From an optimization exercise on the open Yosys and OpenROAD flow, aimed at small area; shortcuts taken in it are not production practice.
Function was checked by simulation only, so behaviour that the tests miss may differ from the original.
No driver is modelled on the clock port, so clocking that relies on it looks cheaper here than on a real chip.
Power figures rest on the tool's default switching activity, not on a simulated workload.

Setup of v42:
Design pixel_generation, start of the top module:
module pixel_generation(
    input clk,
    input reset,
    input video_on,
    input [9:0] x, y,
    input KEY_UP, KEY_DOWN, KEY_LEFT, KEY_RIGHT,
    output [11:0] rgb
    );
Size in the first run: roughly 710 cells after synthesis, roughly 25 flip-flops, about 39 I/O pins.
==> flow/config.mk <==
export PLATFORM = sky130hd
export DESIGN_NAME = pixel_generation
export DESIGN_NICKNAME = pixel_generation
export VERILOG_FILES = /design/flow/design.v
export SDC_FILE = /design/flow/constraint.sdc
export NUM_CORES = 4
export LEC_CHECK = 0
export ABC_AREA = 1
export CAP_MARGIN = 20
export CORE_MARGIN = 2
export CORE_UTILIZATION = 65
export CTS_BUF_LIST = sky130_fd_sc_hd__clkbuf_8
export GPL_ROUTABILITY_DRIVEN = 0
export SLEW_MARGIN = 20
==> flow/constraint.sdc <==
create_clock -name core_clock -period 10.0 [get_ports {clk}]
set_input_delay 2.0000 -clock core_clock [delete_from_list [all_inputs] [get_ports {clk}]]
set_output_delay 2.0000 -clock core_clock [all_outputs]
set_load 0.01 [all_outputs]
standard.sh (not shown) runs the stock make flow with config.mk's settings and CLKGATE_MAP_FILE= SYNTH_SCRIPT=/design/flow/synth_recipe.tcl, a recipe that flattens the netlist after the stock synthesis.
==> flow/flow/run.sh <==
#!/bin/bash
# Layout flow: the standard flow (standard.sh), except that
#  - synthesis maps the logic with an area-oriented ABC script (flow/area.abc)
#    instead of ORFS's delay-oriented one, and without extracting adder
#    cells first (flow/my_synth.tcl),
#  - the buffers synthesis puts on outputs that share a net, and the port
#    buffers, are sky130_fd_sc_hd__buf_1 cells.
# Registers, floorplan, power grid, placement, CTS and routing are the
# standard flow's. All tool output goes to flow_make.log and ORFS's logs.
set -euo pipefail
WORK=$(pwd)
sed "s|SYNTH_SCRIPT=[^ ]*|SYNTH_SCRIPT=$WORK/flow/my_synth.tcl 'BUFFER_PORTS_ARGS=-buffer_cell sky130_fd_sc_hd__buf_1' 'MIN_BUF_CELL_AND_PORTS=sky130_fd_sc_hd__buf_1 A X'|" standard.sh > my_standard.sh
grep -q "SYNTH_SCRIPT=$WORK/flow/my_synth.tcl" my_standard.sh
bash my_standard.sh > flow_make.log 2>&1
==> flow/flow/area.abc <==
strash; &get -n; &dch; &nf -R 1000 -p -F 10 -A 6 -C 32; &put; topo
==> flow/flow/my_synth.tcl <==
proc synth {args} { yosys synth -nofsm -noshare {*}$args }
# area-oriented mapping: same synthesis, own ABC script
set ::my_abc_script [file join [file dirname [file normalize [info script]]] area.abc]
proc abc {args} {
  set i [lsearch -exact $args -script]
  if {$i >= 0} { set args [lreplace $args $i [expr {$i + 1}] -script $::my_abc_script] }
  yosys abc {*}$args
}
# no adder extraction: ABC maps the adders' gates with the rest of the logic
proc extract_fa {args} { }
source $::env(SCRIPTS_DIR)/synth.tcl
# left out here: clear keep_hierarchy, flatten, clean up, hide names made inside functions, write 1_2_yosys.v
The following lists how v20 was set up differently from v42:
- swapping 65 for 70 in CORE_UTILIZATION
- clearing GPL_ROUTABILITY_DRIVEN, which used to be 0
diff --git a/flow/flow/run.sh b/flow/flow/run.sh
--- a/flow/flow/run.sh
+++ b/flow/flow/run.sh
@@ -7 +7,3 @@
-#    buffers, are sky130_fd_sc_hd__buf_1 cells.
+#    buffers, are sky130_fd_sc_hd__buf_1 cells, and
+#  - clock tree synthesis uses sky130_fd_sc_hd__clkbuf_8 and adds no dummy
+#    loads (CTS_ARGS; otherwise ORFS's own clock_tree_synthesis arguments).
@@ -12 +14 @@
-sed "s|SYNTH_SCRIPT=[^ ]*|SYNTH_SCRIPT=$WORK/flow/my_synth.tcl 'BUFFER_PORTS_ARGS=-buffer_cell sky130_fd_sc_hd__buf_1' 'MIN_BUF_CELL_AND_PORTS=sky130_fd_sc_hd__buf_1 A X'|" standard.sh > my_standard.sh
+sed "s|SYNTH_SCRIPT=[^ ]*|SYNTH_SCRIPT=$WORK/flow/my_synth.tcl 'BUFFER_PORTS_ARGS=-buffer_cell sky130_fd_sc_hd__buf_1' 'MIN_BUF_CELL_AND_PORTS=sky130_fd_sc_hd__buf_1 A X' 'CTS_ARGS=-sink_clustering_enable -repair_clock_nets -buf_list sky130_fd_sc_hd__clkbuf_8 -sink_clustering_size 30 -dont_use_dummy_load'|" standard.sh > my_standard.sh
Findings:
- v20 completed end to end with timing, DRC and antenna clean.
- v42 finished end to end and its layout was clean on timing, DRC and antenna.
- v20 contains more vias than v42.
- v42 reports its worst setup path endpoint as sx[7]$_DFF_PP0_ while v20 reports sy[4]$_DFF_PP0_.
- Routed wire in v20 totals more than in v42.
- | design area | v20 vs v42 | worse |
- Number of detailed-routing iterations run before antenna repair is lower on v42
- v20 vs v42, period utilization went up by 2.8 points.
- For the fraction of met2 tracks used by global routing, v20 came in 0.93 points lower than v42 did.
- | count of buffering cells on the critical path with inverters included | v20 vs v42 | 1 higher |
- Summary — relative slew slack, v20 relative to v42: lower, by 1.7 points.
Here is what was changed in the inputs of v5 compared with v20.
- CORE_UTILIZATION: 70 -> 65
diff --git a/flow/flow/run.sh b/flow/flow/run.sh
--- a/flow/flow/run.sh
+++ b/flow/flow/run.sh
@@ -7,3 +7 @@
-#    buffers, are sky130_fd_sc_hd__buf_1 cells, and
-#  - clock tree synthesis uses sky130_fd_sc_hd__clkbuf_8 and adds no dummy
-#    loads (CTS_ARGS; otherwise ORFS's own clock_tree_synthesis arguments).
+#    buffers, are sky130_fd_sc_hd__buf_1 cells.
--- outcome ---
- Looking at the reports, v5 completed the entire flow and the layout it produced met the timing, design-rule and antenna checks.
- The core of v5 is less densely filled than that of v20.
- Reported for v20 and v5, length in cells of the worst reg-to-reg path turned out identical to the last digit.
- Summary of v5 over v20: data arrival time at the worst-slack endpoint decreased by 0.12 ns relative to the old numbers; power share of the clock group decreased by 0.2 points relative to the old numbers.
- v5 -> v20: arithmetic-cell share of the synthesized area counting full adders, half adders and majority gates delta 0, exact match
- In v5, the power consumption came out about 0.7% below the value in v20.
- v5 vs v20 — core area climbed by a little under 10%
- On internal cell power, v20 and v5 are basically level.
- v5 does better than v20 on maximum frequency.
- Compared with v20, v5 shows maximum fanout encountered on the critical timing path lower by 2.
#### Input delta (v58 over v5)
- setting PLACE_DENSITY to 0.75 for the first time
diff --git a/flow/flow/run.sh b/flow/flow/run.sh
--- a/flow/flow/run.sh
+++ b/flow/flow/run.sh
@@ -12 +12 @@
-sed "s|SYNTH_SCRIPT=[^ ]*|SYNTH_SCRIPT=$WORK/flow/my_synth.tcl 'BUFFER_PORTS_ARGS=-buffer_cell sky130_fd_sc_hd__buf_1' 'MIN_BUF_CELL_AND_PORTS=sky130_fd_sc_hd__buf_1 A X' 'CTS_ARGS=-sink_clustering_enable -repair_clock_nets -buf_list sky130_fd_sc_hd__clkbuf_8 -sink_clustering_size 30 -dont_use_dummy_load'|" standard.sh > my_standard.sh
+sed "s|SYNTH_SCRIPT=[^ ]*|SYNTH_SCRIPT=$WORK/flow/my_synth.tcl 'BUFFER_PORTS_ARGS=-buffer_cell sky130_fd_sc_hd__buf_1' 'MIN_BUF_CELL_AND_PORTS=sky130_fd_sc_hd__buf_1 A X'|" standard.sh > my_standard.sh
==> comparison <==
On final worst-path cycle share: v58 sits above v5.
Post-route core utilization: v58 vs v5, no meaningful difference
Looking at v58 and v5, the share of layout cells above drive strength 1 is a wash.
Re met1 layer usage reported by global route: v58 and v5 aren't equal, and the higher value belongs to v58.

[what the ideal ports hide]
The results above use ideal ports. As a check the final layouts listed here were re-extracted and re-timed, cells and wires unchanged.
Step 1, drivers: a clkbuf_16 drives clk and a buf_2 each remaining input, both assumed.
Step 2 times the ports against the registers' clock, not the clock port: input delays grow and output delays shrink by t, the midpoint of the rising clock arrivals with the driver on.
Three values: ideal ports, drivers, drivers and shift; two values: the first two.
run	t (ns)	setup WS [ns]	latest minus earliest clock arrival (ns)
v42	0.308	0.839 / 0.839 / 0.839	0.008 / 0.007
v20	0.302	0.559 / 0.559 / 0.559	0.020 / 0.020
v5	0.304	0.704 / 0.704 / 0.704	0.017 / 0.017
v58	0.309	0.657 / 0.657 / 0.657	0.005 / 0.004
After both steps every run listed still meets setup and hold.
